This design comes from an exercise in tuning for a short achievable clock period and few clock cycles on the open sky130 flow, not from production work.
Function was checked by simulation only, so behaviour that the tests miss may differ from the original.
No activity file was given, so power comes from the tool's default toggle rates.

==> design/flow/run.sh <==
#!/bin/bash
# synth_recipe.tcl (not shown) runs the flow's synth.tcl, then flattens the netlist and writes it again
# the make line also repeats each setting of config.mk as NAME=value (left out here)
make -C /OpenROAD-flow-scripts/flow DESIGN_CONFIG=/design/flow/config.mk WORK_HOME=/design/flow/orfs CLKGATE_MAP_FILE= SYNTH_SCRIPT=/design/flow/synth_recipe.tcl finish
==> design/flow/config.mk <==
export PLATFORM = sky130hd
export DESIGN_NAME = CPUCore
export DESIGN_NICKNAME = CPUCore
export VERILOG_FILES = /design/flow/design.v
export SDC_FILE = /design/flow/constraint.sdc
export NUM_CORES = 4
export LEC_CHECK = 0
export ABC_CLOCK_PERIOD_IN_PS = 4000
export CAP_MARGIN = 20
export CORE_MARGIN = 2
export CORE_UTILIZATION = 40
export PLACE_DENSITY = 0.6
export SETUP_SLACK_MARGIN = 3.5
export SLEW_MARGIN = 20
export SYNTH_MEMORY_MAX_BITS = 65536
==> design/flow/constraint.sdc <==
create_clock -name core_clock -period 8.0 [get_ports {clk}]
set_input_delay 1.6000 -clock core_clock [delete_from_list [all_inputs] [get_ports {clk}]]
set_output_delay 1.6000 -clock core_clock [all_outputs]
set_load 0.01 [all_outputs]
==> design/flow/design.v <==
module CPUCore(
input clk,
input Reset,
output wire [15:0] mem_addr,
output wire        mem_we,
output wire [15:0] mem_wdata,
input  wire [15:0] mem_rdata
);
localparam CW = 8;             
localparam CN = 1 << CW;
localparam TW = 16 - CW;
localparam QD = 4;             
localparam FL = 4;             
localparam FD = 4;             
integer k;
reg [15:0] pa, pwd;
reg        pwe;
reg        p_fetch, p_load;    
reg [3:0]  p_ldrd;
reg        r_fetch, r_load;    
reg [3:0]  r_ldrd;
reg [15:0] r_addr;
assign mem_addr  = pa;
assign mem_we    = pwe;
assign mem_wdata = pwd;
reg [15:0] regs [0:15];
reg [15:0] PSR;
reg [15:0] rlink [0:7];
reg [3:0]  ridx;
reg [15:0] pend;               
reg [15:0]   cd [0:CN-1];
reg [TW-1:0] ct [0:CN-1];
reg [CN-1:0] cv;
reg [15:0] qpc;
reg [15:0] qi  [0:QD-1];
reg [15:0] qp  [0:QD-1];
reg [QD-1:0] qv;               
reg [QD-1:0] qs;               
reg [2:0]  qn;                 
wire [CW-1:0] qidx = qpc[CW-1:0];
wire hit = cv[qidx] && (ct[qidx] == qpc[15:CW]);
wire byp = r_fetch && (r_addr == qpc);
reg [15:0] fa [0:FD-1];
reg [15:0] fd [0:FD-1];
reg [FD-1:0] fwe, fld;
reg [3:0]  frd [0:FD-1];
reg [1:0]  frp, fwp;
reg [2:0]  fn;
wire [1:0] fwp1 = fwp + 2'd1;
wire [15:0] hi  = qi[0];
wire [15:0] hpc = qp[0];
wire        hv  = (qn != 3'd0) && qv[0];
wire [3:0] op  = hi[15:12];
wire [3:0] rd  = hi[11:8];
wire [3:0] ext = hi[7:4];
wire [3:0] rs  = hi[3:0];
wire [15:0] RA = regs[rd];
wire [15:0] RB = regs[rs];
wire is_ls   = (op == 4'b0100) && (ext == 4'b0000 || ext == 4'b0100);
wire is_load = is_ls && (ext == 4'b0000);
wire is_jmp  = (op == 4'b0100) && !is_ls;
wire is_br   = (op == 4'b1100);
wire is_alu  = !(op == 4'b0100) && !is_br;
wire hazard = !is_br && (pend[rd] || pend[rs]);
wire go = hv && !hazard && (fn <= FD - 2);
reg [3:0]  actl;
reg [15:0] bsrc;
wire [7:0] imm = {ext, rs};
always @(*) begin
	bsrc = 16'b0;
	case (op)
	4'b0101: begin actl = 4'b0101; bsrc = {{8{imm[7]}}, imm}; end
	4'b1001: begin actl = 4'b1001; bsrc = {{8{imm[7]}}, imm}; end
	4'b1011: begin actl = 4'b1011; bsrc = {{8{imm[7]}}, imm}; end
	4'b0001: begin actl = 4'b0001; bsrc = {8'b0, imm}; end
	4'b0010: begin actl = 4'b0010; bsrc = {8'b0, imm}; end
	4'b0011: begin actl = 4'b0011; bsrc = {8'b0, imm}; end
	4'b1101: begin actl = 4'b1101; bsrc = {8'b0, imm}; end
	4'b1000:
		if (ext[2]) actl = 4'b0100;
		else if (ext[0]) begin actl = 4'b0111; bsrc = {{12{rs[3]}}, rs}; end
		else begin actl = 4'b0000; bsrc = {{12{rs[3]}}, rs}; end
	4'b1111: begin actl = 4'b1111; bsrc = {8'b0, imm}; end
	default: begin
		bsrc = RB;
		case (ext)
		4'b0101, 4'b1001, 4'b1011, 4'b0001, 4'b0010, 4'b0011, 4'b1101: actl = ext;
		default: actl = 4'b0000;
		endcase
	end
	endcase
end
reg [15:0] ares;
reg [15:0] psr_n;
reg [16:0] t;
always @(*) begin
	ares = 16'b0;
	psr_n = PSR;
	t = 17'b0;
	case (actl)
	4'b0001: ares = RA & bsrc;
	4'b0010: ares = RA | bsrc;
	4'b0011: ares = RA ^ bsrc;
	4'b1101: ares = bsrc;
	4'b0101: begin
		t = RA + bsrc;
		ares = t[15:0];
		psr_n[0] = t[16];
		psr_n[5] = (RA[15] == bsrc[15]) && (ares[15] != RA[15]);
	end
	4'b1001: begin
		t = RA + (~bsrc + 1);
		ares = t[15:0];
		psr_n[0] = t[16];
		psr_n[5] = (RA[15] != bsrc[15]) && (ares[15] != RA[15]);
	end
	4'b0100: ares = RA;
	4'b0000: ares = RA << bsrc;
	4'b0111: ares = RA >> bsrc;
	4'b1011: begin
		t = RA - bsrc;
		ares = 16'b0;
		psr_n[6] = (t[15:0] == 16'b0);
		psr_n[7] = t[16];
		psr_n[2] = t[15];
	end
	4'b1111: ares = (bsrc << 8) | RA[7:0];
	default: ares = 16'b0;
	endcase
end
wire alu_wb = is_alu && !((op == 4'b0000 && ext == 4'b1011) || op == 4'b1011);
reg cond;
always @(*) begin
	case (rd)
	4'b0000: cond = PSR[6];
	4'b0001: cond = ~PSR[6];
	4'b1101: cond = PSR[7] | PSR[6];
	4'b0010: cond = PSR[0];
	4'b0011: cond = ~PSR[0];
	4'b0100: cond = PSR[2];
	4'b0101: cond = ~PSR[2];
	4'b1010: cond = ~PSR[2] & ~PSR[6];
	4'b1011: cond = PSR[2] | PSR[6];
	4'b0110: cond = PSR[7];
	4'b0111: cond = ~PSR[7];
	4'b1000: cond = PSR[5];
	4'b1001: cond = ~PSR[5];
	4'b1100: cond = ~PSR[7] & ~PSR[6];
	4'b1110: cond = 1'b1;
	default: cond = 1'b0;
	endcase
end
wire [15:0] pc1 = hpc + 16'd1;
wire is_jal  = is_jmp && ext == 4'b1000;
wire is_jc   = is_jmp && ext == 4'b1100;
wire is_ret  = is_jmp && ext == 4'b1111;
wire ret_ok  = (ridx != 4'd0);
wire [2:0]  rtopi = ridx[2:0] - 3'd1;
wire [15:0] rtop = rlink[rtopi];
wire taken = is_br ? cond : (is_jal | (is_jc & cond) | (is_ret & ret_ok));
reg [15:0] tgt;
always @(*) begin
	if (is_br)       tgt = hpc + {{8{ext[3]}}, ext, rs};
	else if (is_ret) tgt = rtop;
	else             tgt = RB;
end
wire [15:0] npc = taken ? tgt : pc1;
wire flush = go && taken;
reg        fsel_any;
reg [1:0]  fsel;
always @(*) begin
	fsel_any = 1'b0; fsel = 2'd0;
	for (k = FL - 1; k >= 0; k = k - 1)
		if (k < qn && !qv[k] && !qs[k]) begin fsel_any = 1'b1; fsel = k; end
end
wire do_fetch = fsel_any && !flush;
wire do_fifo  = !do_fetch && (fn != 3'd0);
reg [15:0] ni [0:QD-1];
reg [15:0] np [0:QD-1];
reg [QD-1:0] nv, ns;
reg [QD-1:0] uv, us;
reg [15:0] ui [0:QD-1];
reg [2:0] nn;
wire push = (qn < QD) && !flush;
wire pop  = go;
always @(*) begin
	for (k = 0; k < QD; k = k + 1) begin
		uv[k] = qv[k];
		ui[k] = qi[k];
		us[k] = qs[k] || (do_fetch && fsel == k);
		if (!qv[k] && r_fetch && qp[k] == r_addr) begin
			uv[k] = 1'b1; ui[k] = mem_rdata;
		end
	end
	for (k = 0; k < QD; k = k + 1) begin
		if (pop && k < QD - 1) begin
			ni[k] = ui[k+1]; np[k] = qp[k+1]; nv[k] = uv[k+1]; ns[k] = us[k+1];
		end else if (pop) begin
			ni[k] = ui[k]; np[k] = qp[k]; nv[k] = 1'b0; ns[k] = 1'b0;
		end else begin
			ni[k] = ui[k]; np[k] = qp[k]; nv[k] = uv[k]; ns[k] = us[k];
		end
	end
	nn = qn - {2'b0, pop};
	if (push) begin
		for (k = 0; k < QD; k = k + 1)
			if (k == nn) begin
				ni[k] = byp ? mem_rdata : cd[qidx];
				np[k] = qpc;
				nv[k] = hit || byp;
				ns[k] = 1'b0;
			end
		nn = nn + 3'd1;
	end
end
always @(posedge clk) begin
	if (!Reset) begin
		pa <= 16'h0; pwe <= 1'b0; pwd <= 16'h0;
		p_fetch <= 1'b0; p_load <= 1'b0; p_ldrd <= 4'd0;
		r_fetch <= 1'b1; r_load <= 1'b0; r_ldrd <= 4'd0; r_addr <= 16'h0;
		cv <= {CN{1'b0}};
		qpc <= 16'h0; qn <= 3'd0; qv <= {QD{1'b0}}; qs <= {QD{1'b0}};
		frp <= 2'd0; fwp <= 2'd0; fn <= 3'd0;
		PSR <= 16'h0; ridx <= 4'd0; pend <= 16'h0;
		for (k = 0; k < 16; k = k + 1) regs[k] <= 16'h0;
	end else begin
		r_fetch <= p_fetch; r_load <= p_load; r_ldrd <= p_ldrd; r_addr <= pa;
		if (do_fetch) begin
			pa <= qp[fsel]; pwe <= 1'b0; p_fetch <= 1'b1; p_load <= 1'b0;
		end else if (do_fifo) begin
			pa <= fa[frp]; pwe <= fwe[frp]; pwd <= fd[frp];
			p_fetch <= 1'b0; p_load <= fld[frp]; p_ldrd <= frd[frp];
		end else begin
			pwe <= 1'b0; p_fetch <= 1'b0; p_load <= 1'b0;
		end
		if (r_fetch) begin
			cd[r_addr[CW-1:0]] <= mem_rdata;
			ct[r_addr[CW-1:0]] <= r_addr[15:CW];
			cv[r_addr[CW-1:0]] <= 1'b1;
		end
		if (go && is_ls) begin
			fa[fwp] <= RB; fd[fwp] <= RA; fwe[fwp] <= !is_load; fld[fwp] <= is_load; frd[fwp] <= rd;
			fa[fwp1] <= 16'h8000; fd[fwp1] <= pc1; fwe[fwp1] <= 1'b1; fld[fwp1] <= 1'b0;
			fwp <= fwp + 2'd2;
		end else if (go) begin
			fa[fwp] <= 16'h8000; fd[fwp] <= npc; fwe[fwp] <= 1'b1; fld[fwp] <= 1'b0;
			fwp <= fwp + 2'd1;
		end
		if (do_fifo) frp <= frp + 2'd1;
		fn <= fn - {2'b0, do_fifo} + (go ? (is_ls ? 3'd2 : 3'd1) : 3'd0);
		if (r_load) regs[r_ldrd] <= mem_rdata;
		for (k = 0; k < 16; k = k + 1)
			pend[k] <= (pend[k] && !(r_load && r_ldrd == k)) || (go && is_load && rd == k);
		if (go && is_alu) begin
			PSR <= psr_n & 16'h00E5;
			if (alu_wb) regs[rd] <= ares;
		end
		if (go && is_jal) begin
			if (ridx < 4'd8) begin
				rlink[ridx[2:0]] <= pc1;
				ridx <= ridx + 4'd1;
			end
		end
		if (go && is_ret && ret_ok) ridx <= ridx - 4'd1;
		if (flush) begin
			qpc <= tgt; qn <= 3'd0; qv <= {QD{1'b0}}; qs <= {QD{1'b0}};
		end else begin
			qpc <= qpc + {15'd0, push};
			qn <= nn;
			for (k = 0; k < QD; k = k + 1) begin
				qi[k] <= ni[k]; qp[k] <= np[k];
			end
			qv <= nv; qs <= ns;
		end
	end
end
endmodule
==> results.txt <==
## registers in the layout, indices dropped and copies added (netlist names), 64 cells and up, named ones only
| name | count |
|---|---|
| rlink | 128 |
| ct | 2048 |
| qi | 64 |
| cd | 4096 |
| qp | 64 |
| cv | 256 |
| fd | 64 |
| fa | 64 |
| regs | 256 |
## synthesized netlist by cell type (all sizes together) (79+ instances only)
master  count  area (sq um)
buf       291          1320
nand3     343          1720
edfxtp   6744        203000
xnor2      94           823
mux2i     151          1510
nand2     414          1560
mux4     2324         52400
a21oi     282          1410
inv       114           428
nor2     1432          5380
o22ai      79           494
o21ai     465          2370
ha         83          1040
dfxtp     450          9010
clkbuf    668          2510
## per-layer routing
metal | up-vias | GRT usage (%)
met4 | 8 | 7.96
met1 | 83300 | 31.9
met3 | 1422 | 4.14
li1 | 62400 | -
met2 | 7774 | 36.4
met5 | - | 0
## worst register-to-register path, stage by stage (launching register included)
cell and delay (ps):
dfxtp_4 390, buf_6 120, buf_12 120, buf_16 180, buf_12 140, buf_16 180
buf_12 160, clkbuf_16 150, mux4_2 510, mux4_2 640, mux4_2 670, mux4_2 610
mux2i_4 310, o21ai_2 120, mux2_4 290
## power by group
part	total, mW	internal, mW	switching (mW)
registers	43.9	42.8	1.06
logic	44.0	18.7	25.3
clock network	33.4	18.7	14.8
## cell usage in the layout, fill, tap and decap left out, drive strengths merged, types with 31 or more instances in the layout
| cell | instances |
|---|---|
| a22o | 62 |
| nand4 | 31 |
| buf | 910 |
| nand2 | 414 |
| and2 | 53 |
| nand3 | 343 |
| clkbuf | 946 |
| ha | 83 |
| o22ai | 79 |
| a22oi | 35 |
| xnor2 | 94 |
| nor3 | 52 |
| o21ai | 465 |
| clkdlybuf4s50 | 33 |
| edfxtp | 6744 |
| inv | 127 |
| a21oi | 282 |
| mux4 | 2324 |
| dfxtp | 450 |
| bufinv | 45 |
| a211oi | 63 |
| o211ai | 38 |
| clkinv | 337 |
| mux2i | 151 |
| nor2 | 1432 |
| nor2b | 56 |
| nand2b | 33 |
| xor2 | 64 |
## stage by stage
step / setup WS (ps) / instance area, sq um / util (%) / cells / power [mW]
final: 3280 / 339000 / 46.7 / 25800 / 121
after global routing: 3190 / 339000 / 46.7 / 25700 / 125
after CTS: 3330 / 335000 / 46.2 / 25600 / 119
after detailed placement: 1760 / 307000 / 42.3 / 24000 / 80.7
after global placement: 1700 / 306000 / 42.2 / 24000 / 80.5
after floorplan: 2950 / 291000 / - / 14800 / 67.5
## how the worst min path moves through the flow
stage | start | to | slack (ps)
floorplan | p_fetch | r_fetch | 390
global placement | p_fetch | r_fetch | 400
detailed placement | p_fetch | r_fetch | 400
CTS | p_fetch | r_fetch | 420
global route | p_fetch | r_fetch | 460
finish | p_fetch | r_fetch | 420
## timing repair
item,4_1_cts,5_1_grt
resized for setup,478,298
cloned,40,13
endpoints found under the setup margin,1084,753
setup buffers,194,137
hold endpoints to repair,0,0
pin swaps,102,117
## cells by family after synthesis
logic type,count (synthesis)
AND/OR/NAND/NOR,2559
buffers and inverters,1088
flip-flops,7194
adder cells (fa/ha/maj),87
AO/OA/AOI/OAI,1211
multiplexers,2501
XOR/XNOR,158
## area by class of cell
| cell class | instances | area, sq um | area share [%] |
|---|---|---|---|
| clock buffers | 936 | 19400 | 5.73 |
| repair inverters | 1 | 8.76 | 0.00258 |
| multi-input cells | 6519 | 79500 | 23.5 |
| diodes | 28 | 70.1 | 0.0207 |
| repair buffers | 964 | 11900 | 3.50 |
| inverters | 118 | 509 | 0.150 |
| clock inverters | 404 | 3850 | 1.14 |
| flip-flops and latches | 7194 | 212000 | 62.4 |
| well taps | 9607 | 12000 | 3.55 |
==> impl_metrics.yaml <==
status:
  status: "complete, no violations"
detailed_routing:
  vias: 155000
  post_drt_wl_per_cell_um: 33.6
  vias_per_cell: 6.01
  routed.top_layer: "met5"
  ant_nets: 0
  wl_um: 865000
  dr.pass1.iters: 8
  drc: 0
  met2_length_um: 409000
  m1WireLength_um: 344000
  drt-initial-drc-count: 21500
  wl_met3_um: 78000
timing:
  max_freq_mhz: 212
  final.min_clock_period_ps: 4720
  rsz0062_at_grt: "yes"
  drv_slew: 0
  fin_tns_setup_ps: 0
  whs_ps: 422
  hold_viol: 0
  slew_headroom_pct: 14.0
  tightest_slew_ps: 1280
  setup_viol: 0
  fin_skew_ps: 82.9
  fin_crit_sh_pct: 59.0
yosys:
  ys.flop_type: "edfxtp_1"
  async_flop_share_pct: 0
  ys_warn_count: 8
  yosys.area_share.adder_pct: 0.384
  syn_area_sq_um: 291000
  synthDistinctLibCells: 102
  synth_nets: 14900
  muxShareOfSynthArea_pct: 18.6
  synth_edf_count: 6744
  avgSynthCellArea_sq_um: 19.7
  ys_seq_area_share_pct: 72.7
  synthSimpleGateAreaFrac_pct: 3.78
  synthXorXnorAreaFrac_pct: 0.475
  synth_top_family_by_area: "multiplexers"
  postSynthCellCount: 14800
  synth_compound_area_share_pct: 2.57
  yosys_register_bits: 7194
placement:
  gp_congestion: 0.893
  port_buffers: 50
  hpwl_um: 493000
worst_setup_path:
  critical_path_class: "reg -> reg"
  start_kind: "flip-flop"
  cp_max_fo: 8
  r2r_slack_ps: 3280
  cp_slowest_cell: "mux4_2"
  ff2ff_path_depth: 14
  cp_cell_sequence: "buf_6 > buf_12 > buf_16 > buf_12 > buf_16 > buf_12 > clkbuf_16 > mux4_2 > mux4_2 > mux4_2 > mux4_2 > mux2i_4 > o21ai_2 > mux2_4"
  timing.rr.start: "qpc[0]"
  cp_num_cells: 14
  critPathTopFamily: "multiplexers"
  end_kind: "flip-flop"
  startpoint: "qpc[0]"
  slowest_delay_ps: 660
  cp.arrival_ps: 5710
  critical_path_required_ps: 8990
  path_buf_inv: 7
  crit_top_cell: "mux4_2"
power_and_ir_drop:
  p_leak_nw: 105
  vdd_ir_drop_max_mv: 0.439
  p_per_area_nw_per_um2: 358
cells_and_area:
  syn2layout_area_growth_pct: 16.4
  drive_gt1_share_pct: 31.1
  fillers: 59900
  layout.nets: 15600
clock_tree:
  htreeDepth: 6
  clock-sinks: 7194
  clk_latency_ps: 1130
  ctsHoldBuffers: 0
  cts_tree: "built"
  cts_buffers: 735
  cts-root-buf: "clkbuf_16"
  max-clock-path-buffers: 4
  clkTransAtPathRegs_ps: 60
floorplan:
  dieArea_sq_um: 734000
  initial_core_util_pct: 40.1
  die_x_um: 857
  rows: 313
  dieHeight_um: 857
  coreArea_sq_um: 726000
  io_pins: 51
grt:
  antenna_found_initial: 50
  grt_first_pass_wirelength_um: 1200000
  grt_max_degree: 218
  grt_pass1_vias: 152000
  grt_overflow_total: 0
  grtUsageTotal_pct: 22.9
flow_run:
  maxCapViolations: 0
min_path:
  hold_depth: 1
  hold_path.class: "reg -> reg"
Testbench counts, summed over its fixed seeds: cycles 160,147.

==> afterwards: timing with drivers on the ports <==
Ports are ideal in the flow. The routed layout listed here was re-timed in OpenROAD. Step 1 assumes that a clkbuf_16 drives the clock port and a buf_2 every other input. Step 2 moves the port delays by t, midway between the first and last clock arrival at a register: inputs arrive t later, outputs are due t later. That takes back most of the time a late clock gives input paths. a / b / c = ideal ports / drivers / drivers and shift; a / b = the first two.
t (ns): 1.228
slack for setup (ns): 3.280 / 3.280 / 2.338
hold slack, ns: 0.422 / 0.422 / 0.422
latest minus earliest clock arrival (ns): 0.093 / 0.093
worst register clock-pin slew, ns: 0.07 / 0.07
After both steps this run still meets setup and hold. For this run, drivers alone change the setup slack by 0.000 ns; drivers and shift together by -0.942 ns.
